Context: an optimization exercise on an open-source flow, tuned for small area. The choices shown serve that exercise and are no tape-out recipe. Function was checked by simulation only, so behaviour that the tests miss may differ from the original. Power figures rest on the tool's default switching activity, not on a simulated workload.

$ cat flow/config.mk
export PLATFORM = sky130hd
export DESIGN_NAME = pcie_ingress_path
export DESIGN_NICKNAME = pcie_ingress_path
export VERILOG_FILES = /design/flow/design.v
export SDC_FILE = /design/flow/constraint.sdc
export NUM_CORES = 4
export LEC_CHECK = 0
export CAP_MARGIN = 20
export CORE_MARGIN = 2
export CORE_UTILIZATION = 40
export SLEW_MARGIN = 20
$ cat flow/constraint.sdc
create_clock -name core_clock -period 10.0 [get_ports {clk}]
set_input_delay 2.0000 -clock core_clock [delete_from_list [all_inputs] [get_ports {clk}]]
set_output_delay 2.0000 -clock core_clock [all_outputs]
set_load 0.01 [all_outputs]
$ cat flow/design.v
module config_parser (
  input                     rst,
  input                     clk,
  input                     i_en,
  output  reg               o_finished,
  input       [31:0]        i_cfg_do,
  input                     i_cfg_rd_wr_done,
  output reg  [9:0]         o_cfg_dwaddr,
  output reg                o_cfg_rd_en,
  output  reg [31:0]        o_bar_addr0,
  output  reg [31:0]        o_bar_addr1,
  output  reg [31:0]        o_bar_addr2,
  output  reg [31:0]        o_bar_addr3,
  output  reg [31:0]        o_bar_addr4,
  output  reg [31:0]        o_bar_addr5
);
localparam  IDLE          = 4'h0;
localparam  PREP_ADDR     = 4'h1;
localparam  WAIT_STATE    = 4'h2;
localparam  READ_DATA     = 4'h3;
localparam  READ_NEXT     = 4'h4;
reg   [3:0]   state;
reg   [3:0]   index;
wire  [9:0]   w_cfg_addr[0:5];
assign  w_cfg_addr[0] = 10'h010 >> 2;
assign  w_cfg_addr[1] = 10'h014 >> 2;
assign  w_cfg_addr[2] = 10'h018 >> 2;
assign  w_cfg_addr[3] = 10'h01C >> 2;
assign  w_cfg_addr[4] = 10'h020 >> 2;
assign  w_cfg_addr[5] = 10'h024 >> 2;
always @ (posedge clk) begin
  o_cfg_rd_en         <=  0;
  if (rst) begin
    state             <=  IDLE;
    index             <=  0;
    o_cfg_dwaddr      <=  w_cfg_addr[0];
    o_bar_addr0       <=  0;
    o_bar_addr1       <=  0;
    o_bar_addr2       <=  0;
    o_bar_addr3       <=  0;
    o_bar_addr4       <=  0;
    o_bar_addr5       <=  0;
    o_finished        <=  0;
  end
  else begin
    case (state)
      IDLE: begin
        o_finished        <=  0;
        index             <=  0;
        if (i_en) begin
          state           <=  PREP_ADDR;
        end
      end
      PREP_ADDR: begin
        case (index)
          0: begin
            o_cfg_dwaddr  <=  4;
          end
          1: begin
            o_cfg_dwaddr  <=  5;
          end
          2: begin
            o_cfg_dwaddr  <=  6;
          end
          3: begin
            o_cfg_dwaddr  <=  7;
          end
          4: begin
            o_cfg_dwaddr  <=  8;
          end
          5: begin
            o_cfg_dwaddr  <=  9;
          end
        endcase
        state             <=  WAIT_STATE;
      end
      WAIT_STATE: begin
        o_cfg_rd_en       <=  1;
        if (i_cfg_rd_wr_done) begin
          state           <=  READ_DATA;
        end
      end
      READ_DATA: begin
        o_cfg_rd_en       <=  1;
        if (i_cfg_rd_wr_done) begin
          case (index)
            0: begin
              o_bar_addr0 <=  i_cfg_do;
            end
            1: begin
              o_bar_addr1 <=  i_cfg_do;
            end
            2: begin
              o_bar_addr2 <=  i_cfg_do;
            end
            3: begin
              o_bar_addr3 <=  i_cfg_do;
            end
            4: begin
              o_bar_addr4 <=  i_cfg_do;
            end
            5: begin
              o_bar_addr5 <=  i_cfg_do;
            end
            default: begin
            end
          endcase
          state           <=  READ_NEXT;
        end
      end
      READ_NEXT: begin
        if (!i_cfg_rd_wr_done) begin
          if (index < 5 + 1) begin
            state         <=  PREP_ADDR;
            index         <=  index + 1;
          end
          else begin
            o_finished    <=  1;
            if (!i_en) begin
              state       <=  IDLE;
            end
          end
        end
      end
      default: begin
        state             <=  IDLE;
      end
    endcase
  end
end
endmodule
module credit_manager #(
  parameter                 MAX_PKTS = 0
)(
  input                     clk,
  input                     rst,
  output        [2:0]       o_fc_sel,              
  input                     i_rcb_sel,
  input         [7:0]       i_fc_cplh,             
  input         [11:0]      i_fc_cpld,             
  output                    o_ready,               
  input         [9:0]       i_dword_req_count,
  input                     i_cmt_stb,             
  input         [9:0]       i_dword_rcv_count,
  input                     i_rcv_stb
);
reg             [7:0]       r_hdr_in_flt;
reg             [11:0]      r_dat_in_flt;
wire                        w_hdr_rdy;
wire                        w_dat_rdy;
reg             [7:0]       r_max_hdr_req;
wire            [7:0]       w_hdr_avail;
wire            [11:0]      w_dat_avail;
wire            [15:0]      w_dword_avail;
reg             [7:0]       r_hdr_rcv_size;
reg                         r_delay_rcv_stb;
wire            [11:0]      w_data_credit_req_size;
wire            [11:0]      w_data_credit_rcv_size;
always @ (*) begin
  r_max_hdr_req = 0;
  if (i_rcb_sel) begin
    if (i_dword_req_count < (128 / 4)) begin
      r_max_hdr_req             =  1;
    end
    else begin
      r_max_hdr_req             =  i_dword_req_count[9:5];
    end
  end
  else begin
    if (i_dword_req_count < ( 64 / 4)) begin
      r_max_hdr_req             = 1;
    end
    else begin
      r_max_hdr_req             = i_dword_req_count[9:4];
    end
  end
end
always @ (*) begin
  r_hdr_rcv_size  = 0;
  if (i_rcb_sel) begin
    if (i_dword_rcv_count < (128 / 4)) begin
      r_hdr_rcv_size            = 1;
    end
    else begin
      r_hdr_rcv_size            =  i_dword_rcv_count[9:5];
    end
  end
  else begin
    if (i_dword_rcv_count < ( 64 / 4)) begin
      r_hdr_rcv_size            = 1;
    end
    else begin
      r_hdr_rcv_size            =  i_dword_rcv_count[9:4];
    end
  end
end
assign  w_data_credit_req_size  = (i_dword_req_count[9:2] == 0) ? 10'h1  : i_dword_req_count[9:2];
assign  w_data_credit_rcv_size  = (i_dword_rcv_count[9:2] == 0) ? 10'h1  : i_dword_rcv_count[9:2];
assign  w_hdr_avail             = (i_fc_cplh - r_hdr_in_flt);
assign  w_dat_avail             = (i_fc_cpld - r_dat_in_flt);
assign  w_dword_avail           = {w_dat_avail, 2'b00};
assign  w_hdr_rdy               = (w_hdr_avail > r_max_hdr_req);
assign  w_dat_rdy               = (w_dat_avail > w_data_credit_req_size);
assign  o_fc_sel                = 3'h0;
assign  o_ready                 = (MAX_PKTS == 0) ?
                                     (w_hdr_rdy & w_dat_rdy) :
                                    ((w_hdr_rdy & w_dat_rdy) && ((r_hdr_in_flt >> 3) <= MAX_PKTS));
always  @ (posedge clk) begin
  if (rst) begin
    r_hdr_in_flt                <=  0;
    r_dat_in_flt                <=  0;
    r_delay_rcv_stb             <=  0;
  end
  else begin
    if (i_cmt_stb) begin
      r_hdr_in_flt              <=  r_hdr_in_flt + r_max_hdr_req;
      r_dat_in_flt              <=  r_dat_in_flt + w_data_credit_req_size;
      if (i_rcv_stb) begin
        r_delay_rcv_stb         <=  1;
      end
    end
    else if (i_rcv_stb || r_delay_rcv_stb) begin
      r_delay_rcv_stb           <=  0;
      r_hdr_in_flt              <=  r_hdr_in_flt - r_hdr_rcv_size;
      r_dat_in_flt              <=  r_dat_in_flt - w_data_credit_rcv_size;
    end
  end
end
endmodule
module ingress_buffer_manager #(
  parameter                 BUFFER_WIDTH              = 12,    
  parameter                 MAX_REQ_WIDTH             = 9
)(
  input                     clk,
  input                     rst,
  input                     i_hst_buf_rdy_stb,     
  input         [1:0]       i_hst_buf_rdy,         
  output  reg               o_hst_buf_fin_stb,     
  output  reg   [1:0]       o_hst_buf_fin,         
  input                     i_ctr_en,              
  input                     i_ctr_mem_rd_req_stb,  
  input                     i_ctr_dat_fin,         
  output  reg               o_ctr_tag_rdy,         
  output        [7:0]       o_ctr_tag,             
  output        [9:0]       o_ctr_dword_size,      
  output        [11:0]      o_ctr_start_addr,      
  output  reg               o_ctr_buf_sel,         
  output                    o_ctr_idle,            
  input                     i_ing_cplt_stb,        
  input         [9:0]       i_ing_cplt_pkt_cnt,    
  input         [7:0]       i_ing_cplt_tag,        
  input         [6:0]       i_ing_cplt_lwr_addr,   
  output        [12:0]      o_bld_mem_addr,        
  output  reg   [1:0]       o_bld_buf_en,          
  input                     i_bld_buf_fin,         
  output        [15:0]      o_dbg_tag_en,
  output        [15:0]      o_dbg_tag_ingress_fin,
  output  reg               o_dbg_reenable_stb,     
  output  reg               o_dbg_reenable_nzero_stb  
);
localparam      IDLE                  = 4'h0;
localparam      WAIT_FOR_COMPLETION   = 4'h1;
localparam      FINISHED              = 4'h2;
localparam      WAIT_FOR_HOST         = 4'h1;
localparam      CTRL_TAGS_INTERFACE   = 4'h2;
localparam      WAIT_FOR_FINISH       = 4'h3;
localparam      BB_SEND_DATA_0        = 4'h1;
localparam      BB_SEND_DATA_1        = 4'h2;
localparam      MAX_REQ_SIZE          = 2 ** MAX_REQ_WIDTH;
localparam      BUFFER_SIZE           = 2 ** BUFFER_WIDTH;
localparam      BIT_FIELD_WIDTH       = 2 ** (BUFFER_WIDTH - MAX_REQ_WIDTH);
localparam      DWORD_COUNT           = MAX_REQ_SIZE / 4;
localparam      NUM_TAGS              = (BUFFER_SIZE / MAX_REQ_SIZE) * 2;
localparam      BUF0_POS              = 0;
localparam      BUF1_POS              = (NUM_TAGS / 2);
localparam      TAG0_BITFIELD         = (2 ** BUF1_POS) - 1;
localparam      TAG1_BITFIELD         = TAG0_BITFIELD << (BUF1_POS);
reg             [3:0]               gen_state;
reg             [3:0]               rcv_state;
reg                                 r_delay_stb;
reg                                 r_toggle;
reg             [1:0]               r_buf_status;
reg             [1:0]               r_hst_buf_rdy_cnt;
reg             [3:0]               r_tag_rdy_pos;
reg             [NUM_TAGS - 1:0]    r_tag_sm_en;
wire            [1:0]               w_tag_sm_idle;
reg             [NUM_TAGS - 1:0]    r_tag_sm_fin;
wire            [7:0]               w_tag_map_min[1:0];
wire            [7:0]               w_tag_map_max[1:0];
wire            [NUM_TAGS - 1:0]    w_tag_bitfield[1:0];
wire            [1:0]               w_tag_ingress_done;
wire            [15:0]              w_tmp_bf        = BIT_FIELD_WIDTH;
wire            [15:0]              w_tmp_ttl_width = MAX_REQ_SIZE;
wire            [15:0]              w_tmp_buf_width = BUFFER_SIZE;
wire            [7:0]               w_max_tags      = NUM_TAGS;
wire            [7:0]               w_tag_map0;
wire            [7:0]               w_tag_map1;
wire            [NUM_TAGS - 1:0]    w_tag_bitfield0;
wire            [NUM_TAGS - 1:0]    w_tag_bitfield1;
reg             [3:0]               tag_state[0:NUM_TAGS];
reg             [11:0]              r_byte_cnt[0:NUM_TAGS];
wire            [11:0]              byte_cnt0;
wire            [11:0]              byte_cnt1;
wire            [11:0]              byte_cnt2;
wire            [11:0]              byte_cnt3;
wire            [11:0]              byte_cnt4;
wire            [11:0]              byte_cnt5;
wire            [11:0]              byte_cnt6;
wire            [11:0]              byte_cnt7;
wire            [11:0]              byte_cnt8;
wire            [11:0]              byte_cnt9;
wire            [11:0]              byte_cnt10;
wire            [11:0]              byte_cnt11;
wire            [11:0]              byte_cnt12;
wire            [11:0]              byte_cnt13;
wire            [11:0]              byte_cnt14;
wire            [11:0]              byte_cnt15;
wire            [3:0]               tag_state0;
wire            [3:0]               tag_state1;
wire            [3:0]               tag_state2;
wire            [3:0]               tag_state3;
wire            [3:0]               tag_state4;
wire            [3:0]               tag_state5;
wire            [3:0]               tag_state6;
wire            [3:0]               tag_state7;
wire            [3:0]               tag_state8;
wire            [3:0]               tag_state9;
wire            [3:0]               tag_state10;
wire            [3:0]               tag_state11;
wire            [3:0]               tag_state12;
wire            [3:0]               tag_state13;
wire            [3:0]               tag_state14;
wire            [3:0]               tag_state15;
assign  o_ctr_tag             = r_tag_rdy_pos;
assign  w_tag_map0            = w_tag_map_min[0];
assign  w_tag_map1            = w_tag_map_min[1];
assign  w_tag_map_min[0]      = BUF0_POS;
assign  w_tag_map_min[1]      = BUF1_POS;
assign  w_tag_map_max[0]      = BUF0_POS + ((NUM_TAGS / 2) - 1);
assign  w_tag_map_max[1]      = BUF1_POS + ((NUM_TAGS / 2) - 1);
assign  o_ctr_start_addr      = o_ctr_tag << MAX_REQ_WIDTH;
assign  w_tag_bitfield[0]     = TAG0_BITFIELD;
assign  w_tag_bitfield[1]     = TAG1_BITFIELD;
assign  w_tag_bitfield0       = w_tag_bitfield[0];
assign  w_tag_bitfield1       = w_tag_bitfield[1];
assign  w_tag_sm_idle[0]      = ((r_tag_sm_en & w_tag_bitfield[0]) == 0);
assign  w_tag_sm_idle[1]      = ((r_tag_sm_en & w_tag_bitfield[1]) == 0);
assign  w_tag_ingress_done[0] = i_ctr_dat_fin ? ((r_tag_sm_fin & w_tag_bitfield[0])   == (r_tag_sm_en & w_tag_bitfield[0]) &&
                                                  ((r_tag_sm_en & w_tag_bitfield[0])  > 0)):
                                                ((r_tag_sm_fin & w_tag_bitfield[0])   == (r_tag_sm_en & w_tag_bitfield[0]) &&
                                                  ((r_tag_sm_en & w_tag_bitfield[0])  == w_tag_bitfield[0]));
assign  w_tag_ingress_done[1] = i_ctr_dat_fin ? ((r_tag_sm_fin & w_tag_bitfield[1])   == (r_tag_sm_en & w_tag_bitfield[1]) &&
                                                  ((r_tag_sm_en & w_tag_bitfield[1])  > 0)):
                                                ((r_tag_sm_fin & w_tag_bitfield[1])   == (r_tag_sm_en & w_tag_bitfield[1]) &&
                                                  ((r_tag_sm_en & w_tag_bitfield[1])  == w_tag_bitfield[1]));
wire            [11:0]              w_cplt_byte_cnt = (i_ing_cplt_tag < NUM_TAGS) ? r_byte_cnt[i_ing_cplt_tag[$clog2(NUM_TAGS) - 1:0]] : 12'h000;
assign  o_bld_mem_addr        = (i_ing_cplt_tag << (MAX_REQ_WIDTH - 2)) + w_cplt_byte_cnt[11:2];
assign  o_ctr_dword_size      = DWORD_COUNT;
assign  o_ctr_idle            = (r_tag_sm_en == 0);
assign  tag_state0            = tag_state[0];
assign  tag_state1            = tag_state[1];
assign  tag_state2            = tag_state[2];
assign  tag_state3            = tag_state[3];
assign  tag_state4            = tag_state[4];
assign  tag_state5            = tag_state[5];
assign  tag_state6            = tag_state[6];
assign  tag_state7            = tag_state[7];
assign  tag_state8            = tag_state[8];
assign  tag_state9            = tag_state[9];
assign  tag_state10           = tag_state[10];
assign  tag_state11           = tag_state[11];
assign  tag_state12           = tag_state[12];
assign  tag_state13           = tag_state[13];
assign  tag_state14           = tag_state[14];
assign  tag_state15           = tag_state[15];
assign  byte_cnt0             = r_byte_cnt[0];
assign  byte_cnt1             = r_byte_cnt[1];
assign  byte_cnt2             = r_byte_cnt[2];
assign  byte_cnt3             = r_byte_cnt[3];
assign  byte_cnt4             = r_byte_cnt[4];
assign  byte_cnt5             = r_byte_cnt[5];
assign  byte_cnt6             = r_byte_cnt[6];
assign  byte_cnt7             = r_byte_cnt[7];
assign  byte_cnt8             = r_byte_cnt[8];
assign  byte_cnt9             = r_byte_cnt[9];
assign  byte_cnt10            = r_byte_cnt[10];
assign  byte_cnt11            = r_byte_cnt[11];
assign  byte_cnt12            = r_byte_cnt[12];
assign  byte_cnt13            = r_byte_cnt[13];
assign  byte_cnt14            = r_byte_cnt[14];
assign  byte_cnt15            = r_byte_cnt[15];
assign  o_dbg_tag_en          = r_tag_sm_en;
assign  o_dbg_tag_ingress_fin = r_tag_sm_fin;
integer x;
always @ (posedge clk) begin
  o_hst_buf_fin_stb   <=  0;
  o_bld_buf_en        <=  0;
  o_hst_buf_fin       <=  2'b00;
  r_delay_stb         <=  0;
  o_dbg_reenable_stb  <=  0;
  o_dbg_reenable_nzero_stb  <=  0;
  if (rst || !i_ctr_en) begin
    r_tag_rdy_pos                       <=  0;
    r_tag_sm_en                         <=  0;
    o_ctr_buf_sel                       <=  0;
    o_ctr_tag_rdy                       <=  0;
    r_hst_buf_rdy_cnt                   <=  0;
    r_buf_status                        <=  0;
    gen_state                           <=  IDLE;
    rcv_state                           <=  IDLE;
    r_toggle                            <=  0;
  end
  else begin
    case (gen_state)
      IDLE: begin
        o_hst_buf_fin_stb               <=  1;
        r_toggle                        <=  0;             
        gen_state                       <=  WAIT_FOR_HOST;
      end
      WAIT_FOR_HOST: begin
        if (!i_hst_buf_rdy_stb && !r_delay_stb && (r_hst_buf_rdy_cnt > 0))  begin
          o_ctr_buf_sel                 <=  r_buf_status[0];
          r_buf_status[0]               <=  r_buf_status[1];
          r_tag_rdy_pos                 <=  w_tag_map_min[r_buf_status[0]];
          r_hst_buf_rdy_cnt             <=  r_hst_buf_rdy_cnt - 1;
          gen_state                     <=  CTRL_TAGS_INTERFACE;
        end
      end
      CTRL_TAGS_INTERFACE: begin
        o_ctr_tag_rdy                   <=  1;
        if (i_ctr_mem_rd_req_stb) begin
          if (r_tag_sm_en[r_tag_rdy_pos]) begin
            o_dbg_reenable_stb          <=  1;
            if (r_byte_cnt[r_tag_rdy_pos] > 0) begin
              o_dbg_reenable_nzero_stb  <=  1;
            end
          end
          r_tag_sm_en[r_tag_rdy_pos]    <=  1;
          if (r_tag_rdy_pos < w_tag_map_max[o_ctr_buf_sel]) begin
            r_tag_rdy_pos               <=  r_tag_rdy_pos + 1;
          end
          else begin
            gen_state                   <= WAIT_FOR_FINISH;
            o_ctr_tag_rdy               <=  0;
          end
        end
      end
      WAIT_FOR_FINISH: begin
        if (o_hst_buf_fin_stb) begin
          gen_state                     <= WAIT_FOR_HOST;
        end
      end
      default: begin
        gen_state                       <= IDLE;
      end
    endcase
    case (rcv_state)
      IDLE: begin
        if (w_tag_ingress_done[0]) begin
          rcv_state                   <=  BB_SEND_DATA_0;
        end
        else if (w_tag_ingress_done[1]) begin
          rcv_state                   <=  BB_SEND_DATA_1;
        end
      end
      BB_SEND_DATA_0: begin
        o_bld_buf_en[0]               <=  1;
        if (i_bld_buf_fin) begin
          o_hst_buf_fin[0]            <=  1;
          o_hst_buf_fin_stb           <=  1;
          r_tag_sm_en                 <=  r_tag_sm_en & ~TAG0_BITFIELD;
          rcv_state                   <=  IDLE;
        end
      end
      BB_SEND_DATA_1: begin
        o_bld_buf_en[1]               <=  1;
        if (i_bld_buf_fin) begin
          o_hst_buf_fin[1]            <=  1;
          o_hst_buf_fin_stb           <=  1;
          r_tag_sm_en                 <=  r_tag_sm_en & ~TAG1_BITFIELD;
          rcv_state                   <=  IDLE;
        end
      end
      default: begin
        rcv_state                     <=  IDLE;
      end
    endcase
    if (i_hst_buf_rdy_stb && (i_hst_buf_rdy > 0)) begin
      if (r_hst_buf_rdy_cnt < 2) begin
        r_buf_status[r_hst_buf_rdy_cnt[0]] <=  i_hst_buf_rdy[1];
      end
      r_hst_buf_rdy_cnt                 <=  r_hst_buf_rdy_cnt + 1;
      r_delay_stb                       <=  1;
    end
  end
end
genvar i;
generate
for (i = 0; i < NUM_TAGS; i = i + 1) begin : tag_sm
always @ (posedge clk) begin
  r_tag_sm_fin[i]           <=  0;
  if (rst || !i_ctr_en) begin
    tag_state[i]            <=  IDLE;
    r_tag_sm_fin[i]         <=  0;
    r_byte_cnt[i]           <=  0;
  end
  else begin
    case (tag_state[i])
      IDLE: begin
        r_byte_cnt[i]       <=  0;
        if (r_tag_sm_en[i]) begin
          tag_state[i]      <=  WAIT_FOR_COMPLETION;
        end
      end
      WAIT_FOR_COMPLETION: begin
        if (i_ing_cplt_stb && (i_ing_cplt_tag == i)) begin
          r_byte_cnt[i]       <=  r_byte_cnt[i] + {i_ing_cplt_pkt_cnt, 2'b00};
        end
        if (r_byte_cnt[i] >= MAX_REQ_SIZE) begin
          tag_state[i]        <=  FINISHED;
        end
      end
      FINISHED: begin
        r_tag_sm_fin[i]     <=  1;
        if (!r_tag_sm_en[i]) begin
          tag_state[i]      <=  IDLE;
        end
      end
    endcase
  end
end
end
endgenerate
endmodule
module pcie_ingress (
  input                     clk,
  input                     rst,
  output  reg               o_axi_ingress_ready,
  input       [31:0]        i_axi_ingress_data,
  input       [3:0]         i_axi_ingress_keep,
  input                     i_axi_ingress_last,
  input                     i_axi_ingress_valid,
  output  reg [31:0]        o_write_a_addr,
  output  reg [31:0]        o_write_b_addr,
  output  reg [31:0]        o_read_a_addr,
  output  reg [31:0]        o_read_b_addr,
  output  reg [31:0]        o_status_addr,
  output  reg [31:0]        o_buffer_size,
  output  reg [31:0]        o_ping_value,
  output  reg               o_update_buf_stb,
  output  reg [1:0]         o_update_buf,
  output  reg [31:0]        o_dev_addr,
  input       [6:0]         i_bar_hit,
  input       [31:0]        i_control_addr_base,
  output  reg               o_enable_config_read,
  input                     i_finished_config_read,
  output  reg               o_reg_write_stb,
  output  reg               o_cmd_rst_stb,
  output  reg               o_cmd_wr_stb,
  output  reg               o_cmd_rd_stb,
  output  reg               o_cmd_ping_stb,
  output  reg               o_cmd_rd_cfg_stb,
  output  reg               o_cmd_unknown_stb,
  output  reg               o_cmd_flg_fifo_stb,
  output  reg               o_cmd_flg_sel_per_stb,
  output  reg               o_cmd_flg_sel_mem_stb,
  output  reg               o_cmd_flg_sel_dma_stb,
  output  reg [31:0]        o_cmd_data_count,
  output  reg [31:0]        o_cmd_data_address,
  output  reg               o_cplt_pkt_stb,
  output  reg [9:0]         o_cplt_pkt_cnt,
  output      [7:0]         o_cplt_pkt_tag,
  output      [6:0]         o_cplt_pkt_lwr_addr,
  input       [12:0]        i_buf_offset,
  output  reg               o_buf_we,
  output  reg [10:0]        o_buf_addr,
  output  reg [31:0]        o_buf_data,
  output      [3:0]         o_state,
  output  reg [7:0]         o_ingress_count,
  output  reg [7:0]         o_ingress_ri_count,
  output  reg [7:0]         o_ingress_ci_count,
  output  reg [31:0]        o_ingress_addr,
  output  reg [31:0]        o_ingress_cmplt_count,
  output  reg [2:0]         o_cplt_sts,
  output  reg               o_unknown_tlp_stb,
  output  reg               o_unexpected_end_stb
);
localparam  IDLE                    = 4'h0;
localparam  READY                   = 4'h1;
localparam  READ_HDR                = 4'h2;
localparam  WRITE_REG_CMD           = 4'h3;
localparam  READ_ADDR               = 4'h4;
localparam  READ_CMPLT              = 4'h5;
localparam  READ_CMPLT_DATA         = 4'h6;
localparam  GET_CMPLT_ADDR          = 4'h7;
localparam  SEND_DATA               = 4'h8;
localparam  READ_BAR_ADDR           = 4'h9;
localparam  FLUSH                   = 4'hA;
localparam  CMD_MEM_READ            = 8'h00;
localparam  CMD_MEM_READ_LOCK       = 8'h01;
localparam  CMD_MEM_WRITE           = 8'h02;
localparam  CMD_IO_READ             = 8'h03;
localparam  CMD_IO_WRITE            = 8'h04;
localparam  CMD_CONFIG_READD0       = 8'h05;
localparam  CMD_CONFIG_WRITE0       = 8'h06;
localparam  CMD_CONFIG_READ1        = 8'h07;
localparam  CMD_CONFIG_WRITE1       = 8'h08;
localparam  CMD_TCFGRD              = 8'h09;
localparam  CMD_TCFGWR              = 8'h0A;
localparam  CMD_MESSAGE             = 8'h0B;
localparam  CMD_MESSAGE_DATA        = 8'h0C;
localparam  CMD_COMPLETE            = 8'h0D;
localparam  CMD_COMPLETE_DATA       = 8'h0E;
localparam  CMD_COMPLETE_LOCK       = 8'h0F;
localparam  CMD_COMPLETE_DATA_LOCK  = 8'h10;
localparam  CMD_FETCH_ADD           = 8'h11;
localparam  CMD_SWAP                = 8'h12;
localparam  CMD_COMPARE_AND_SWAP    = 8'h13;
localparam  CMD_LPRF                = 8'h14;
localparam  CMD_EPRF                = 8'h15;
localparam  CMD_UNKNOWN             = 8'h16;
reg   [3:0]                 state;
reg   [23:0]                r_data_count;
reg   [3:0]                 r_hdr_index;
reg   [31:0]                r_hdr [0:3];
reg   [2:0]                 r_hdr_size;
reg   [7:0]                 r_hdr_cmd;
wire  [9:0]                 w_pkt_data_size;
wire  [31:0]                w_pkt_addr;
wire  [31:0]                w_buf_pkt_addr_base;
wire  [31:0]                w_reg_addr;
wire                        w_cmd_en;
reg   [31:0]                r_buf_cnt;
wire  [6:0]                 w_cmplt_lower_addr;
reg                         r_config_space_done;
wire  [7:0]                 w_cplt_pkt_tag;
wire                        w_cplt_sts;    
wire  [6:0]                 w_cplt_pkt_lwr_addr;
wire  [31:0]                w_hdr0;
wire  [31:0]                w_hdr1;
wire  [31:0]                w_hdr2;
wire  [31:0]                w_hdr3;
assign  w_hdr0        =     r_hdr[0];
assign  w_hdr1        =     r_hdr[1];
assign  w_hdr2        =     r_hdr[2];
assign  w_hdr3        =     r_hdr[3];
assign  o_state       =     state;
always @ (*) begin
  case (r_hdr[0][31:29])
    3'b000:  r_hdr_size = 3;
    3'b001:  r_hdr_size = 4;
    3'b010:     r_hdr_size = 3;
    3'b011:     r_hdr_size = 4;
    default:                r_hdr_size = 0;
  endcase
end
always @ (*) begin
  casex (r_hdr[0][31:24])
    8'b00X00000:              r_hdr_cmd = CMD_MEM_READ;
    8'b00X00001:            r_hdr_cmd = CMD_MEM_READ_LOCK;
    8'b01X00000:              r_hdr_cmd = CMD_MEM_WRITE;
    8'b0X000010:             r_hdr_cmd = CMD_IO_READ;
    8'b01000010:             r_hdr_cmd = CMD_IO_WRITE;
    8'b00000100:           r_hdr_cmd = CMD_CONFIG_READD0;
    8'b01000100:           r_hdr_cmd = CMD_CONFIG_WRITE0;
    8'b00000101:           r_hdr_cmd = CMD_CONFIG_READ1;
    8'b01000101:           r_hdr_cmd = CMD_CONFIG_WRITE1;
    8'b00011011:           r_hdr_cmd = CMD_TCFGRD;
    8'b01011011:           r_hdr_cmd = CMD_TCFGWR;
    8'b00110XXX:              r_hdr_cmd = CMD_MESSAGE;
    8'b01110XXX:            r_hdr_cmd = CMD_MESSAGE_DATA;
    8'b00001010:              r_hdr_cmd = CMD_COMPLETE;
    8'b01001010:            r_hdr_cmd = CMD_COMPLETE_DATA;
    8'b00001011:            r_hdr_cmd = CMD_COMPLETE_LOCK;
    8'b01001011:           r_hdr_cmd = CMD_COMPLETE_DATA_LOCK;
    8'b01X01100:        r_hdr_cmd = CMD_FETCH_ADD;
    8'b01X01101:             r_hdr_cmd = CMD_SWAP;
    8'b01X01110:              r_hdr_cmd = CMD_COMPARE_AND_SWAP;
    8'b1000XXXX:             r_hdr_cmd = CMD_LPRF;
    8'b1001XXXX:             r_hdr_cmd = CMD_EPRF;
    default:                r_hdr_cmd = CMD_UNKNOWN;
  endcase
end
assign  w_pkt_data_size       = r_hdr[0][9:0];
assign  w_pkt_addr            = {r_hdr[2][31:2], 2'b00};
assign  w_cmplt_lower_addr    = r_hdr[2][6:0];
assign  w_reg_addr            = (i_control_addr_base >= 0) ? ((w_pkt_addr - i_control_addr_base) >> 2): 32'h00;
assign  w_cmd_en              = (w_reg_addr >= 32'h00000080);
assign  w_buf_pkt_addr_base   = i_buf_offset;
assign  w_cplt_pkt_tag        = (r_hdr_cmd == CMD_COMPLETE_DATA) ? r_hdr[2][15:8] : 8'h00;
assign  w_cplt_pkt_lwr_addr   = (r_hdr_cmd == CMD_COMPLETE_DATA) ? r_hdr[2][6:0]  : 7'h0;
assign  w_cplt_sts            = r_hdr[1][15:13];
assign  o_cplt_pkt_tag        =  w_cplt_pkt_tag;
assign  o_cplt_pkt_lwr_addr   =  w_cplt_pkt_lwr_addr;
integer i;
always @ (posedge clk) begin
  o_reg_write_stb             <=  0;
  o_buf_we                    <=  0;
  o_cmd_rst_stb               <=  0;
  o_cmd_wr_stb                <=  0;
  o_cmd_rd_stb                <=  0;
  o_cmd_ping_stb              <=  0;
  o_cmd_rd_cfg_stb            <=  0;
  o_cmd_unknown_stb           <=  0;
  o_cmd_flg_fifo_stb          <=  0;
  o_cmd_flg_sel_per_stb       <=  0;
  o_cmd_flg_sel_mem_stb       <=  0;
  o_cmd_flg_sel_dma_stb       <=  0;
  o_update_buf_stb            <=  0;
  o_cplt_pkt_stb              <=  0;
  o_unknown_tlp_stb           <=  0;
  o_unexpected_end_stb        <=  0;
  if (rst) begin
    state                     <=  IDLE;
    o_write_a_addr            <=  0;
    o_write_b_addr            <=  0;
    o_read_a_addr             <=  0;
    o_read_b_addr             <=  0;
    o_status_addr             <=  0;
    o_update_buf              <=  0;
    o_ping_value              <=  0;
    o_buffer_size             <=  0;
    o_dev_addr                <=  0;
    o_cmd_data_count          <=  0;
    o_cmd_data_address        <=  0;
    r_data_count              <=  0;
    r_hdr_index               <=  0;
    r_buf_cnt                 <=  0;
    o_buf_addr                <=  0;
    o_buf_data                <=  0;
    o_axi_ingress_ready       <=  0;
    o_enable_config_read      <=  0;
    r_config_space_done       <=  0;
    o_ingress_count           <=  0;
    o_ingress_ri_count        <=  0;
    o_ingress_ci_count        <=  0;
    o_ingress_cmplt_count     <=  0;
    o_ingress_addr            <=  0;
    o_cplt_pkt_cnt            <=  0;
    o_cplt_sts                <=  0;
    for (i = 0; i < 4; i = i + 1) begin
      r_hdr[i]                <=  0;
    end
  end
  else begin
    case (state)
      IDLE: begin
        r_buf_cnt                     <=  0;
        o_buf_addr                    <=  0;
        r_data_count                  <=  0;
        r_hdr_index                   <=  0;
        o_enable_config_read          <=  0;
        if (i_axi_ingress_valid) begin
          if (!r_config_space_done && (i_bar_hit != 0)) begin
            state                     <= READ_BAR_ADDR;
          end
          else begin
            state                     <=  READY;
          end
        end
      end
      READY: begin
        o_ingress_count               <=  o_ingress_count + 1;
        o_axi_ingress_ready           <=  1;
        state                         <=  READ_HDR;
      end
      READ_HDR: begin
        r_hdr[r_hdr_index]            <=  i_axi_ingress_data;
        r_hdr_index                   <=  r_hdr_index + 1;
        if (r_hdr_index + 1 >= r_hdr_size) begin
          case (r_hdr_cmd)
            CMD_MEM_WRITE: begin
              state                   <=  WRITE_REG_CMD;
            end
            CMD_COMPLETE: begin
              state                   <=  READ_CMPLT;
            end
            CMD_COMPLETE_DATA: begin
              o_cplt_pkt_cnt          <=  w_pkt_data_size;
              state                   <=  READ_CMPLT_DATA;
            end
            default: begin
              o_unknown_tlp_stb       <=  1;
              state                   <=  FLUSH;
            end
          endcase
        end
      end
      WRITE_REG_CMD: begin
        o_ingress_addr                        <=  w_reg_addr;
        if (w_cmd_en) begin
          o_update_buf                        <=  2'b00;
          o_cmd_data_count                    <=  i_axi_ingress_data;
          o_cmd_flg_sel_per_stb               <=  0;
          o_cmd_flg_sel_mem_stb               <=  0;
          o_cmd_flg_sel_dma_stb               <=  0;
          case (w_reg_addr)
            32'h00000080: begin
              r_config_space_done             <=  0;
              o_cmd_rst_stb                   <=  1;
            end
            32'h00000081: begin
              o_ingress_cmplt_count           <=  0;
              o_cplt_sts                      <=  0;
              o_cmd_flg_sel_per_stb           <=  1;
              o_cmd_wr_stb                    <=  1;
            end
            32'h00000082: begin
              o_cmd_flg_sel_per_stb           <=  1;
              o_cmd_wr_stb                    <=  1;
              o_cmd_flg_fifo_stb              <=  1;
            end
            32'h00000083: begin
              o_cmd_flg_sel_per_stb           <=  1;
              o_cmd_rd_stb                    <=  1;
            end
            32'h00000084: begin
              o_cmd_flg_sel_per_stb           <=  1;
              o_cmd_rd_stb                    <=  1;
              o_cmd_flg_fifo_stb              <=  1;
            end
            32'h00000085: begin
              o_cmd_flg_sel_mem_stb           <=  1;
              o_cmd_wr_stb                    <=  1;
            end
            32'h00000086: begin
              o_cmd_flg_sel_mem_stb           <=  1;
              o_cmd_rd_stb                    <=  1;
            end
            32'h00000087: begin
              o_cmd_flg_sel_dma_stb           <=  1;
              o_cmd_wr_stb                    <=  1;
            end
            32'h00000088: begin
              o_cmd_flg_sel_dma_stb           <=  1;
              o_cmd_rd_stb                    <=  1;
            end
            32'h00000089: begin
              o_cmd_ping_stb                  <=  1;
              o_ping_value                    <=  i_axi_ingress_data;
            end
            32'h0000008A: begin
              o_cmd_rd_cfg_stb                <=  1;
            end
            default: begin
              o_cmd_unknown_stb               <=  1;
              o_ingress_ci_count              <=  o_ingress_ci_count + 1;
            end
          endcase
        end
        else begin
          case (w_reg_addr)
            0: begin
              o_status_addr           <=  i_axi_ingress_data;
            end
            1: begin
              o_update_buf            <=  i_axi_ingress_data[1:0];
              o_update_buf_stb        <=  1;
            end
            14: begin
              o_update_buf            <=  i_axi_ingress_data[1:0];
              o_update_buf_stb        <=  1;
            end
            2: begin
              o_write_a_addr          <=  i_axi_ingress_data;
            end
            3: begin
              o_write_b_addr          <=  i_axi_ingress_data;
            end
            4: begin
              o_read_a_addr           <=  i_axi_ingress_data;
            end
            5: begin
              o_read_b_addr           <=  i_axi_ingress_data;
            end
            6: begin
              o_buffer_size           <=  i_axi_ingress_data;
            end
            9: begin
              o_dev_addr              <=  i_axi_ingress_data;
              o_cmd_data_address      <=  i_axi_ingress_data;
            end
            default: begin
              o_ingress_ri_count      <=  o_ingress_ri_count + 1;
            end
          endcase
          o_reg_write_stb             <=  1;
        end
        state                         <=  FLUSH;
      end
      READ_ADDR: begin
        o_cmd_data_address            <=  i_axi_ingress_data;
        state                         <=  FLUSH;
      end
      READ_CMPLT: begin
        if (w_cplt_sts != 0) begin
          o_cplt_sts                  <=  w_cplt_sts;
        end
        state                         <=  FLUSH;
      end
      READ_CMPLT_DATA: begin
        o_buf_addr                    <=  w_buf_pkt_addr_base;
        if (w_cplt_sts != 0) begin
          o_cplt_sts                  <=  w_cplt_sts;
        end
        o_buf_we                      <=  1;
        o_buf_data                    <=  i_axi_ingress_data;
        r_buf_cnt                     <=  r_buf_cnt + 1;
        o_ingress_cmplt_count         <=  o_ingress_cmplt_count + 1;
        state                         <=  SEND_DATA;
      end
      GET_CMPLT_ADDR: begin
        state                         <=  SEND_DATA;
      end
      SEND_DATA: begin
        if (r_buf_cnt < w_pkt_data_size) begin
          o_buf_addr                  <=  o_buf_addr + 1;
          r_buf_cnt                   <=  r_buf_cnt + 1;
          o_buf_data                  <=  i_axi_ingress_data;
          o_buf_we                    <=  1;
        end
        else begin
          o_cplt_pkt_stb              <=  1;
          state                       <=  FLUSH;
        end
        if ((r_buf_cnt < w_pkt_data_size) && !o_axi_ingress_ready) begin
          o_unexpected_end_stb        <=  1;
          state                       <=  IDLE;
        end
      end
      FLUSH: begin
        if (!o_axi_ingress_ready) begin
          state                       <=  IDLE;
        end
      end
      READ_BAR_ADDR: begin
        o_enable_config_read          <=  1;
        if (i_finished_config_read) begin
          r_config_space_done         <=  1;
          o_enable_config_read        <=  0;
          state                       <=  IDLE;
        end
      end
      default: begin
        state                         <=  IDLE;
      end
    endcase
    if (i_axi_ingress_last) begin
      o_axi_ingress_ready             <=  0;
    end
  end
end
endmodule
module pcie_ingress_path (
  input                     clk,
  input                     rst,
  output                    o_axi_rx_ready,
  input         [31:0]      i_axi_rx_data,
  input         [3:0]       i_axi_rx_keep,
  input                     i_axi_rx_last,
  input                     i_axi_rx_valid,
  input         [6:0]       i_bar_hit,
  input         [31:0]      i_cfg_do,
  input                     i_cfg_rd_wr_done,
  output        [9:0]       o_cfg_dwaddr,
  output                    o_cfg_rd_en,
  output        [31:0]      o_bar_addr0,
  output        [31:0]      o_bar_addr1,
  output        [31:0]      o_bar_addr2,
  output        [31:0]      o_bar_addr3,
  output        [31:0]      o_bar_addr4,
  output        [31:0]      o_bar_addr5,
  output        [31:0]      o_write_a_addr,
  output        [31:0]      o_write_b_addr,
  output        [31:0]      o_read_a_addr,
  output        [31:0]      o_read_b_addr,
  output        [31:0]      o_status_addr,
  output        [31:0]      o_buffer_size,
  output        [31:0]      o_ping_value,
  output        [31:0]      o_dev_addr,
  output        [1:0]       o_update_buf,
  output                    o_update_buf_stb,
  output                    o_reg_write_stb,
  output                    o_cmd_rst_stb,
  output                    o_cmd_wr_stb,
  output                    o_cmd_rd_stb,
  output                    o_cmd_ping_stb,
  output                    o_cmd_rd_cfg_stb,
  output                    o_cmd_unknown_stb,
  output                    o_cmd_flg_fifo_stb,
  output                    o_cmd_flg_sel_per_stb,
  output                    o_cmd_flg_sel_mem_stb,
  output                    o_cmd_flg_sel_dma_stb,
  output        [31:0]      o_cmd_data_count,
  output        [31:0]      o_cmd_data_address,
  output                    o_buf_we,
  output        [10:0]      o_buf_addr,
  output        [31:0]      o_buf_data,
  output                    o_cplt_pkt_stb,
  output        [9:0]       o_cplt_pkt_cnt,
  output        [7:0]       o_cplt_pkt_tag,
  output        [2:0]       o_cplt_sts,
  output                    o_unknown_tlp_stb,
  output                    o_unexpected_end_stb,
  output        [3:0]       o_ingress_state,
  output        [7:0]       o_ingress_count,
  output        [7:0]       o_ingress_ri_count,
  output        [7:0]       o_ingress_ci_count,
  output        [31:0]      o_ingress_addr,
  output        [31:0]      o_ingress_cmplt_count,
  output                    o_hst_buf_fin_stb,
  output        [1:0]       o_hst_buf_fin,
  input                     i_ctr_en,
  input                     i_ctr_mem_rd_req_stb,
  input                     i_ctr_dat_fin,
  output                    o_ctr_tag_rdy,
  output        [7:0]       o_ctr_tag,
  output        [9:0]       o_ctr_dword_size,
  output        [11:0]      o_ctr_start_addr,
  output                    o_ctr_buf_sel,
  output                    o_ctr_idle,
  output        [1:0]       o_bld_buf_en,
  input                     i_bld_buf_fin,
  output        [15:0]      o_dbg_tag_en,
  output        [15:0]      o_dbg_tag_ingress_fin,
  output                    o_dbg_reenable_stb,
  output                    o_dbg_reenable_nzero_stb,
  output        [2:0]       o_fc_sel,
  input                     i_rcb_sel,
  input         [7:0]       i_fc_cplh,
  input         [11:0]      i_fc_cpld,
  output                    o_fc_ready,
  input         [9:0]       i_dword_req_count,
  input                     i_cmt_stb
);
wire                        w_enable_config_read;
wire                        w_finished_config_read;
wire          [31:0]        w_control_addr_base;
wire          [12:0]        w_ibm_buf_offset;
wire          [6:0]         w_ing_cplt_lwr_addr;
assign  w_control_addr_base = o_bar_addr0;
config_parser cfg (
  .clk                        (clk                        ),
  .rst                        (rst                        ),
  .i_en                       (w_enable_config_read       ),
  .o_finished                 (w_finished_config_read     ),
  .i_cfg_do                   (i_cfg_do                   ),
  .i_cfg_rd_wr_done           (i_cfg_rd_wr_done           ),
  .o_cfg_dwaddr               (o_cfg_dwaddr               ),
  .o_cfg_rd_en                (o_cfg_rd_en                ),
  .o_bar_addr0                (o_bar_addr0                ),
  .o_bar_addr1                (o_bar_addr1                ),
  .o_bar_addr2                (o_bar_addr2                ),
  .o_bar_addr3                (o_bar_addr3                ),
  .o_bar_addr4                (o_bar_addr4                ),
  .o_bar_addr5                (o_bar_addr5                )
);
credit_manager cm (
  .clk                        (clk                        ),
  .rst                        (rst                        ),
  .o_fc_sel                   (o_fc_sel                   ),
  .i_rcb_sel                  (i_rcb_sel                  ),
  .i_fc_cplh                  (i_fc_cplh                  ),
  .i_fc_cpld                  (i_fc_cpld                  ),
  .o_ready                    (o_fc_ready                 ),
  .i_cmt_stb                  (i_cmt_stb                  ),
  .i_dword_req_count          (i_dword_req_count          ),
  .i_rcv_stb                  (o_cplt_pkt_stb             ),
  .i_dword_rcv_count          (o_cplt_pkt_cnt             )
);
ingress_buffer_manager buf_man (
  .clk                        (clk                        ),
  .rst                        (rst                        ),
  .i_hst_buf_rdy_stb          (o_update_buf_stb           ),
  .i_hst_buf_rdy              (o_update_buf               ),
  .o_hst_buf_fin_stb          (o_hst_buf_fin_stb          ),
  .o_hst_buf_fin              (o_hst_buf_fin              ),
  .i_ctr_en                   (i_ctr_en                   ),
  .i_ctr_mem_rd_req_stb       (i_ctr_mem_rd_req_stb       ),
  .i_ctr_dat_fin              (i_ctr_dat_fin              ),
  .o_ctr_tag_rdy              (o_ctr_tag_rdy              ),
  .o_ctr_tag                  (o_ctr_tag                  ),
  .o_ctr_dword_size           (o_ctr_dword_size           ),
  .o_ctr_start_addr           (o_ctr_start_addr           ),
  .o_ctr_buf_sel              (o_ctr_buf_sel              ),
  .o_ctr_idle                 (o_ctr_idle                 ),
  .i_ing_cplt_stb             (o_cplt_pkt_stb             ),
  .i_ing_cplt_tag             (o_cplt_pkt_tag             ),
  .i_ing_cplt_pkt_cnt         (o_cplt_pkt_cnt             ),
  .i_ing_cplt_lwr_addr        (w_ing_cplt_lwr_addr        ),
  .o_bld_mem_addr             (w_ibm_buf_offset           ),
  .o_bld_buf_en               (o_bld_buf_en               ),
  .i_bld_buf_fin              (i_bld_buf_fin              ),
  .o_dbg_tag_ingress_fin      (o_dbg_tag_ingress_fin      ),
  .o_dbg_tag_en               (o_dbg_tag_en               ),
  .o_dbg_reenable_stb         (o_dbg_reenable_stb         ),
  .o_dbg_reenable_nzero_stb   (o_dbg_reenable_nzero_stb   )
);
pcie_ingress ingress (
  .clk                        (clk                        ),
  .rst                        (rst                        ),
  .o_axi_ingress_ready        (o_axi_rx_ready             ),
  .i_axi_ingress_data         (i_axi_rx_data              ),
  .i_axi_ingress_keep         (i_axi_rx_keep              ),
  .i_axi_ingress_last         (i_axi_rx_last              ),
  .i_axi_ingress_valid        (i_axi_rx_valid             ),
  .o_reg_write_stb            (o_reg_write_stb            ),
  .o_write_a_addr             (o_write_a_addr             ),
  .o_write_b_addr             (o_write_b_addr             ),
  .o_read_a_addr              (o_read_a_addr              ),
  .o_read_b_addr              (o_read_b_addr              ),
  .o_status_addr              (o_status_addr              ),
  .o_buffer_size              (o_buffer_size              ),
  .o_ping_value               (o_ping_value               ),
  .o_dev_addr                 (o_dev_addr                 ),
  .o_update_buf               (o_update_buf               ),
  .o_update_buf_stb           (o_update_buf_stb           ),
  .o_cmd_rst_stb              (o_cmd_rst_stb              ),
  .o_cmd_wr_stb               (o_cmd_wr_stb               ),
  .o_cmd_rd_stb               (o_cmd_rd_stb               ),
  .o_cmd_ping_stb             (o_cmd_ping_stb             ),
  .o_cmd_rd_cfg_stb           (o_cmd_rd_cfg_stb           ),
  .o_cmd_unknown_stb          (o_cmd_unknown_stb          ),
  .o_cmd_flg_fifo_stb         (o_cmd_flg_fifo_stb         ),
  .o_cmd_flg_sel_per_stb      (o_cmd_flg_sel_per_stb      ),
  .o_cmd_flg_sel_mem_stb      (o_cmd_flg_sel_mem_stb      ),
  .o_cmd_flg_sel_dma_stb      (o_cmd_flg_sel_dma_stb      ),
  .i_bar_hit                  (i_bar_hit                  ),
  .i_control_addr_base        (w_control_addr_base        ),
  .o_enable_config_read       (w_enable_config_read       ),
  .i_finished_config_read     (w_finished_config_read     ),
  .o_cmd_data_count           (o_cmd_data_count           ),
  .o_cmd_data_address         (o_cmd_data_address         ),
  .o_cplt_pkt_stb             (o_cplt_pkt_stb             ),
  .o_cplt_pkt_cnt             (o_cplt_pkt_cnt             ),
  .o_cplt_sts                 (o_cplt_sts                 ),
  .o_unknown_tlp_stb          (o_unknown_tlp_stb          ),
  .o_unexpected_end_stb       (o_unexpected_end_stb       ),
  .o_cplt_pkt_tag             (o_cplt_pkt_tag             ),
  .o_cplt_pkt_lwr_addr        (w_ing_cplt_lwr_addr        ),
  .i_buf_offset               (w_ibm_buf_offset           ),
  .o_buf_we                   (o_buf_we                   ),
  .o_buf_addr                 (o_buf_addr                 ),
  .o_buf_data                 (o_buf_data                 ),
  .o_state                    (o_ingress_state            ),
  .o_ingress_count            (o_ingress_count            ),
  .o_ingress_ri_count         (o_ingress_ri_count         ),
  .o_ingress_ci_count         (o_ingress_ci_count         ),
  .o_ingress_cmplt_count      (o_ingress_cmplt_count      ),
  .o_ingress_addr             (o_ingress_addr             )
);
endmodule
$ cat flow/run.sh
#!/bin/bash
# synth_recipe.tcl (not shown) runs the flow's synth.tcl, then flattens the netlist and writes it again
# the make line also repeats each setting of config.mk as NAME=value (left out here)
make -C /OpenROAD-flow-scripts/flow DESIGN_CONFIG=/design/flow/config.mk WORK_HOME=/design/flow/orfs CLKGATE_MAP_FILE= SYNTH_SCRIPT=/design/flow/synth_recipe.tcl finish
==> flow_summary.json, run 1 <==
{
  "run_status": "finished clean",
  "ffs_latches_synth": 1042,
  "layout_top_registers": "buf_man.r_byte_cnt x160, ingress.r_hdr x49",
  "layout-area-overhead-vs-synth_pct": 27.15,
  "antenna_found_initial": 7,
  "timing.critical_path.slowest_cell_delay_ns": 0.51,
  "ys.flop_type": "sky130_fd_sc_hd__dfxtp_1",
  "dpl_cell_area_mm2": 0.06225,
  "h-tree-depth": 3,
  "cp_data_arrival_time_ns": 5.36,
  "vias_in_the_first_global_route": 46160,
  "postCtsSetupBuffers": 0,
  "cp_max_fo": 2,
  "totalNegativeSetupSlack_ns": 0,
  "fin_crit_sh": 0.7359,
  "clock_sinks": 1042,
  "critPathRequiredTime_ns": 8.00,
  "die_height_um": 365.5,
  "via_per_inst": 5.595,
  "finalPower_mw": 10.26,
  "critical_path.most_common_cell": "sky130_fd_sc_hd__a21oi_1",
  "share_of_flip_flops_with_an_asynchronous_set_or_reset": 0,
  "detailedRoute.firstIterationViolations": 4090,
  "ctsLongestPathBuffers": 3,
  "area_of_the_multi_input_gates_mm2": 0.02867,
  "vias": 49120,
  "max-cap-violations": 0,
  "layout_min_cycle_time_ns": 7.359,
  "clock-skew-final_ns": 0.09132,
  "clock-root-buffer": "sky130_fd_sc_hd__clkbuf_16",
  "max_clock_freq_mhz": 135.9,
  "path_delay_family": "compound AO/OA/AOI/OAI gates",
  "timing.hold.worst.class": "reg2reg",
  "worstSkewPairLatency_ns": 0.78,
  "layout.cells.most_common": "sky130_fd_sc_hd__dfxtp_1",
  "rows": 132,
  "slew-limit-headroom": 0.1869,
  "die_area_mm2": 0.1336,
  "wirelength_mm": 216.9,
  "cts_buffers": 116,
  "port_buffers": 847,
  "die_w_um": 365.5,
  "final-max-slew-violation-count": 0,
  "largest_register_ff_count": 160,
  "post_synthesis_cells": 6241,
  "first_pass_grt_wire_length_mm": 312.9,
  "max-vdd-ir-drop_mv": 0.1289,
  "grt.total_usage": 0.3126,
  "critical_path.startpoint_type": "primary input",
  "ioPinCount": 890,
  "gpl.final_weighted_congestion": 0.9940,
  "dp_slack_ns": 2.633,
  "timing.setup.critical_path_class": "in2out",
  "synth.cell_area_mm2": 0.05227,
  "finalWorstSetupSlack_ns": 2.641,
  "netlist-cell-type-count": 90,
  "maximum_number_of_pins_on_one_net_before_global_route_repair": 193,
  "fillCellCount": 12240,
  "initial_core_util": 0.4031,
  "fin_area_mm2": 0.06646,
  "cts.repair.resized": 0,
  "synth.avg_cell_area_um2": 8.374,
  "synth.yosys.warnings": 18,
  "cp.buffers_inverters": 4,
  "path_cells": "clkdlybuf4s50_1 > inv_1 > ha_1 > inv_1 > fa_1 > nand2_1 > nand2_1 > a21oi_1 > o21bai_1 > a21oi_1 > xnor2_1 > ha_1 > a21o_1 > a21oi_1 > o21ai_0 > a21oi_1 > a41oi_1 > clkdlybuf4s50_1",
  "setup_repair_after_global_routing_missed_its_margin": "no",
  "synth_edf_count": 49,
  "setup_violation_total_in_the_final_timing_report": 0,
  "remaining_drc_errors": 0,
  "registers.top_by_ff_count": "buf_man.r_byte_cnt",
  "num-nets-final": 7405,
  "pwr_density_cell_mw_per_mm2": 154.4,
  "leakagePower_nw": 25.33,
  "area.sequential_mm2": 0.02135,
  "core_region_area_mm2": 0.1296,
  "commonest_cells_after_routing_fill_and_taps_aside": "sky130_fd_sc_hd__dfxtp_1, sky130_fd_sc_hd__nand2_1, sky130_fd_sc_hd__clkdlybuf4s50_1",
  "cts_tree": "yes",
  "worst_pin_slew_ns": 1.216,
  "yosysSeqAreaShare": 0.4085,
  "dp.final_hpwl_mm": 156.7,
  "worstSetupEndpointType": "output port",
  "reg2reg_slack_ns": 3.82,
  "global_route.overflow_total": 0,
  "avgRoutedWirePerCell_um": 24.71,
  "finalHoldViolCount": 0,
  "fin_hold_ws_ns": 0.4520,
  "remaining_number_of_nets_flagged_by_the_antenna_check_after_routing": 0,
  "cts_hold_buffers": 0,
  "layout-drive-gt1-share": 0.05402,
  "critical_path_cell_with_the_highest_stage_delay": "sky130_fd_sc_hd__clkdlybuf4s50_1",
  "post_cts_clock_slew_at_the_launch_and_capture_registers_of_the_worst_setup_and_hold_paths_ns": 0.06,
  "dr.pass1.iters": 6
}
==> worst register-to-register path, delay by kind of cell, from the launching register on <==
family	cells	cell delay, ns
and+or+nand+nor	9	3.98
AOI/OAI and AO/OA	6	0.90
DFF	1	0.41
buffers and inverters	1	0.27
adders and majority gates	1	0.27
xor gates and xnor gates	1	0.23
==> area by class of cell <==
class | count | share of cell area
multi-input combinational | 4607 | 0.4314
sequential | 1042 | 0.3213
timing repair buffer | 947 | 0.1391
clock buffer | 168 | 0.05225
tap | 1742 | 0.03280
inverter | 225 | 0.01271
clock inverter | 46 | 0.01034
antenna | 3 | 0.0001130
==> metrics by stage <==
stage / utilization / instances
2_1_floorplan: - / 6275
3_3_place_gp: 0.4801 / 8560
3_5_place_dp: 0.4802 / 8561
4_1_cts: 0.5123 / 8775
5_1_grt: 0.5125 / 8777
6_report: 0.5126 / 8780
==> synth_stat cells, types with 48 or more instances <==
master	number	area, um2
sky130_fd_sc_hd__xor2_1	115	1007
sky130_fd_sc_hd__clkbuf_1	325	1220
sky130_fd_sc_hd__edfxtp_1	49	1471
sky130_fd_sc_hd__o21ai_0	122	610.6
sky130_fd_sc_hd__and2_1	77	481.7
sky130_fd_sc_hd__and3_1	66	412.9
sky130_fd_sc_hd__o21bai_1	80	600.6
sky130_fd_sc_hd__a21o_1	66	495.5
sky130_fd_sc_hd__nand2_1	961	3607
sky130_fd_sc_hd__dfxtp_1	993	19880
sky130_fd_sc_hd__inv_1	225	844.6
sky130_fd_sc_hd__a21oi_1	699	3498
sky130_fd_sc_hd__ha_1	329	4116
sky130_fd_sc_hd__nor4_1	48	300.3
sky130_fd_sc_hd__nand4_1	55	344.1
sky130_fd_sc_hd__mux2i_1	227	2272
sky130_fd_sc_hd__nor3_1	98	490.5
sky130_fd_sc_hd__nand3_1	108	540.5
sky130_fd_sc_hd__xnor2_1	165	1445
sky130_fd_sc_hd__a22oi_1	141	1059
sky130_fd_sc_hd__nor2_1	686	2575
==> worst paths after layout <==
path / start / endpoint / cells after the start
min: ingress.o_read_b_addr[6] / ingress.o_read_b_addr[6] / 2
max: i_fc_cpld[0] / o_fc_ready / 18
max reg2reg: ingress.r_hdr[0][31] / ingress.o_buf_addr[10] / 18
min reg2reg: ingress.o_read_b_addr[6] / ingress.o_read_b_addr[6] / 2
==> per-layer routing <==
layer	global-route usage	up-vias	wire, um	part of all wire
met5	0	-	27	0.00012
met4	0.1256	4	9725	0.045
met3	0.08425	449	18490	0.085
met2	0.5114	1881	101100	0.47
met1	0.3891	23820	87620	0.40
li1	-	22970	-	-
==> report_power, final <==
| group | internal, mW | switching (mW) |
|---|---|---|
| combinational | 0.458 | 0.810 |
| sequential | 4.28 | 0.101 |
| clock | 2.71 | 1.91 |
| total | 7.44 | 2.82 |
==> logic make-up after synthesis <==
family,count (synthesis),synth area share
AND/OR/NAND/NOR,2274,0.1914
buffers and inverters,626,0.04838
other,2,0.0001437
adder cells (fa/ha/maj),350,0.08680
multiplexers,236,0.04649
AO/OA/AOI/OAI,1431,0.1713
XOR/XNOR,280,0.04692
flip-flops,1042,0.4085
==> run 2, diff against run 1 <==
==> flow/flow/run.sh (new file) <==
#!/bin/bash
# Standard layout, with the port buffers made from the smallest buffer cell.
set -o pipefail
export BUFFER_PORTS_ARGS="-buffer_cell sky130_fd_sc_hd__buf_1"
bash standard.sh finish > standard.log 2>&1
==> flow/standard.sh (new file) <==
#!/bin/bash
# synth_recipe.tcl (not shown) runs the flow's synth.tcl, then flattens the netlist and writes it again
# the make line also repeats each setting of config.mk as NAME=value (left out here)
make -C /OpenROAD-flow-scripts/flow DESIGN_CONFIG=/design/flow/config.mk WORK_HOME=/design/flow/orfs CLKGATE_MAP_FILE= SYNTH_SCRIPT=/design/flow/synth_recipe.tcl "${@:-finish}"
removed: flow/run.sh
==> flow_summary.json, run 2 <==
{
  "run_status": "finished clean",
  "post_cts_clock_slew_at_the_launch_and_capture_registers_of_the_worst_setup_and_hold_paths_ns": 0.06,
  "layout_min_cycle_time_ns": 6.733,
  "ys_top_cells_by_area": "sky130_fd_sc_hd__dfxtp_1, sky130_fd_sc_hd__ha_1, sky130_fd_sc_hd__nand2_1, sky130_fd_sc_hd__a21oi_1, sky130_fd_sc_hd__nor2_1",
  "finalPower_mw": 10.12,
  "commonest_cells_after_routing_fill_and_taps_aside": "sky130_fd_sc_hd__dfxtp_1, sky130_fd_sc_hd__nand2_1, sky130_fd_sc_hd__buf_1",
  "synth.yosys.warnings": 18,
  "synthDominantAreaCellType": "sky130_fd_sc_hd__dfxtp_1",
  "via_per_inst": 5.617,
  "fin_area_mm2": 0.06111,
  "synth_top_family_by_area": "simple AND/OR/NAND/NOR gates",
  "timing.hold.worst.class": "reg2reg",
  "cp_max_fo": 2,
  "postCtsSetupBuffers": 0,
  "worstRegToRegCells": 13,
  "setup_repair_after_global_routing_missed_its_margin": "no",
  "clock-skew-final_ns": 0.05764,
  "post_synthesis_cells": 6241,
  "leakagePower_nw": 23.35,
  "dp.final_hpwl_mm": 149.6,
  "synth_simple_gate_area_share": 0.1914,
  "fin_crit_sh": 0.6733,
  "initial_core_util": 0.4031,
  "cp_data_arrival_time_ns": 4.73,
  "instances_no_fill": 8783,
  "gpl.final_weighted_congestion": 0.9822,
  "cp.buffers_inverters": 4,
  "max-vdd-ir-drop_mv": 0.1394,
  "globalRoute.busiestLayer": "met2",
  "remaining_drc_errors": 0,
  "port_buffers": 847,
  "ctsLongestPathBuffers": 3,
  "maximum_number_of_pins_on_one_net_before_global_route_repair": 204,
  "global_route.overflow_total": 0,
  "layout_top_registers": "buf_man.r_byte_cnt x160, ingress.r_hdr x49",
  "finalHoldViolCount": 0,
  "timing.setup.critical_path_class": "in2out",
  "netlist-cell-type-count": 90,
  "synth_fa_ha_area_frac": 0.08680,
  "endpoint": "o_fc_ready",
  "grtUsageMet3": 0.07859,
  "clock-root-buffer": "sky130_fd_sc_hd__clkbuf_16",
  "ys.flop_type": "sky130_fd_sc_hd__dfxtp_1",
  "synth_edf_count": 49,
  "max_clock_freq_mhz": 148.5,
  "h-tree-depth": 3,
  "remaining_number_of_nets_flagged_by_the_antenna_check_after_routing": 0,
  "ffs_latches_synth": 1042,
  "reg2reg_slack_ns": 4.26,
  "path_delay_family": "compound AO/OA/AOI/OAI gates",
  "share_of_flip_flops_with_an_asynchronous_set_or_reset": 0,
  "cts_hold_buffers": 0,
  "pwr_density_cell_mw_per_mm2": 165.5,
  "path_cells": "buf_1 > inv_1 > ha_1 > inv_1 > fa_1 > nand2_1 > nand2_1 > a21oi_1 > o21bai_1 > a21oi_1 > xnor2_1 > ha_1 > a21o_1 > a21oi_1 > o21ai_0 > a21oi_1 > a41oi_1 > buf_1",
  "n_antenna_cell": 0,
  "timing.rr.start": "ingress.r_hdr[2][11]",
  "die_height_um": 365.5,
  "largest_register_ff_count": 160,
  "antenna_found_initial": 5,
  "critical_path.startpoint_type": "primary input",
  "grt.total_usage": 0.2950,
  "finish.utilization": 0.4713,
  "clock_sinks": 1042,
  "dpl_cell_area_mm2": 0.05703,
  "wirelength_mm": 207.0,
  "dr.pass1.iters": 6,
  "vias_in_the_first_global_route": 45360,
  "crit_path_from": "i_fc_cpld[0]",
  "synth_compound_gate_area_share": 0.1713,
  "synth.cells.most_frequent": "sky130_fd_sc_hd__dfxtp_1, sky130_fd_sc_hd__nand2_1, sky130_fd_sc_hd__a21oi_1",
  "cts_tree": "yes",
  "grt_met2_usage": 0.4787,
  "cp.depth": 18,
  "worst_pin_slew_ns": 1.228,
  "synth.avg_cell_area_um2": 8.374,
  "synth_largest_type_area_fraction": 0.3804,
  "totalNegativeSetupSlack_ns": 0,
  "timing.hold.worst.start": "ingress.o_buf_data[23]",
  "cts_buffers": 116,
  "worstSkewPairLatency_ns": 0.76,
  "synthMuxAreaShare": 0.04649,
  "critical_path_cell_with_the_highest_stage_delay": "sky130_fd_sc_hd__fa_1",
  "timing.critical_path.slowest_cell_delay_ns": 0.39,
  "detailedRoute.firstIterationViolations": 4126,
  "critical_path.reg2reg.endpoint": "ingress.o_cmd_data_address[28]",
  "num-nets-final": 7411,
  "ioPinCount": 890,
  "die_w_um": 365.5,
  "die_area_mm2": 0.1336,
  "slew-limit-headroom": 0.1815,
  "hold_path_depth": 2,
  "core_region_area_mm2": 0.1296,
  "vias": 49330,
  "critical_path.most_common_cell": "sky130_fd_sc_hd__a21oi_1",
  "layout-drive-gt1-share": 0.05397,
  "placedCellCount": 8569,
  "met1_usage": 0.3700,
  "cts.repair.resized": 0,
  "registers.top_by_ff_count": "buf_man.r_byte_cnt",
  "first_pass_grt_wire_length_mm": 297.4,
  "critPathRequiredTime_ns": 8.00,
  "post_synth_xor_area_fraction": 0.04692,
  "avgRoutedWirePerCell_um": 23.57,
  "layout.cells.most_common": "sky130_fd_sc_hd__dfxtp_1",
  "synth.most_common_cell": "sky130_fd_sc_hd__dfxtp_1",
  "layout-area-overhead-vs-synth_pct": 16.92,
  "rows": 132,
  "synth.cell_area_mm2": 0.05227,
  "setup_violation_total_in_the_final_timing_report": 0,
  "fillCellCount": 12830,
  "worstSetupEndpointType": "output port",
  "max-cap-violations": 0,
  "final-max-slew-violation-count": 0,
  "yosysSeqAreaShare": 0.4085
}
[run 2: changes by cell type in the layout (fill, tap and decap cells not counted), sizes merged]
cell / delta
clkdlybuf4s50: -844
bufinv: +4
buf: +848
clkinvlp: +5
diode: -3
clkbuf: -9
clkinv: -2
inv: +4
[run 2: where the power goes]
group / internal [mW] / total [mW] / switching [mW]
Combinational: 0.353 / 1.14 / 0.790
Clock: 2.69 / 4.59 / 1.91
Sequential: 4.28 / 4.38 / 0.102
Total: 7.32 / 10.1 / 2.80
[run 2: final cells by class]
| type | count | area, um2 | share of cell area |
|---|---|---|---|
| Inverter | 225 | 844.6 | 0.01382 |
| Tap cell | 1742 | 2180 | 0.03567 |
| Timing Repair Buffer | 953 | 4008 | 0.06558 |
| Clock buffer | 157 | 3259 | 0.05334 |
| Multi-Input combinational cell | 4607 | 28660 | 0.4689 |
| Clock inverter | 57 | 810.8 | 0.01327 |
| Sequential cell | 1042 | 21350 | 0.3494 |
[run 2: worst min path at each step]
stage	endpoint
2_1_floorplan	buf_man.r_buf_status[1]
3_3_place_gp	ingress.o_buffer_size[7]
3_5_place_dp	ingress.o_buffer_size[13]
4_1_cts	cfg.o_bar_addr5[12]
5_1_grt	ingress.o_read_b_addr[13]
6_report	ingress.o_buf_data[23]
[run 2: cell families (layout without fill, tap and decap cells)]
family | Yosys count | count (layout)
compound gates | 1431 | 1431
buf+inv | 626 | 1392
fa+ha+maj | 350 | 350
flops | 1042 | 1042
simple gates | 2274 | 2274
other cells | 2 | 36
xor+xnor | 280 | 280
mux | 236 | 236
[run 2: per-stage QoR]
stage / hold WS [ns] / worst slack, ns
3_5_place_dp: 0.4447 / 3.265
3_3_place_gp: 0.4385 / 3.292
6_report: 0.4521 / 3.267
2_1_floorplan: 0.4357 / 3.795
5_1_grt: 0.4637 / 3.018
4_1_cts: 0.4536 / 3.269
[run 2: routing by layer]
metal  up-vias  wire length [um]  part of all wire
met4         0             10030             0.048
met1     23860             83110              0.40
li1      22950                 -                 -
met2      2025             94870              0.46
met3       489             18990             0.092
met5         -                 0                 0
[run 2: worst min-delay path, delay by kind of cell (launching register included)]
kind / cells / cell delay, ns
AOI/OAI and AO/OA: 1 / 0.05
and+or+nand+nor: 1 / 0.05
DFF: 1 / 0.31

separate check: timing with driven ports:
No port has a modelled driver above. Below, the same layouts with a new extraction and two added sets of constraints.
Step 1, drivers: a clkbuf_16 drives clk and a buf_2 each remaining input, both assumed.
Step 2 times the ports against the registers' clock, not the clock port: input delays grow and output delays shrink by t, the midpoint of the rising clock arrivals with the driver on.
Slacks: ideal ports / drivers / drivers and shift; pairs: ideal ports / drivers.
| run | t (ns) | setup WS [ns] | worst hold slack (ns) | worst setup path at the end | worst data-port slew with drivers (ns) |
|---|---|---|---|---|---|
| run 1 | 0.800 | 2.641 / 2.619 / 2.619 | 0.452 / 0.452 / 0.452 | input to output | 0.10 |
| run 2 | 0.794 | 3.267 / 3.248 / 3.248 | 0.452 / 0.452 / 0.452 | input to output | 0.10 |
After both steps every run listed still meets setup and hold. For run 1, which loses most, drivers alone change the setup slack by -0.022 ns; drivers and shift together by -0.022 ns.
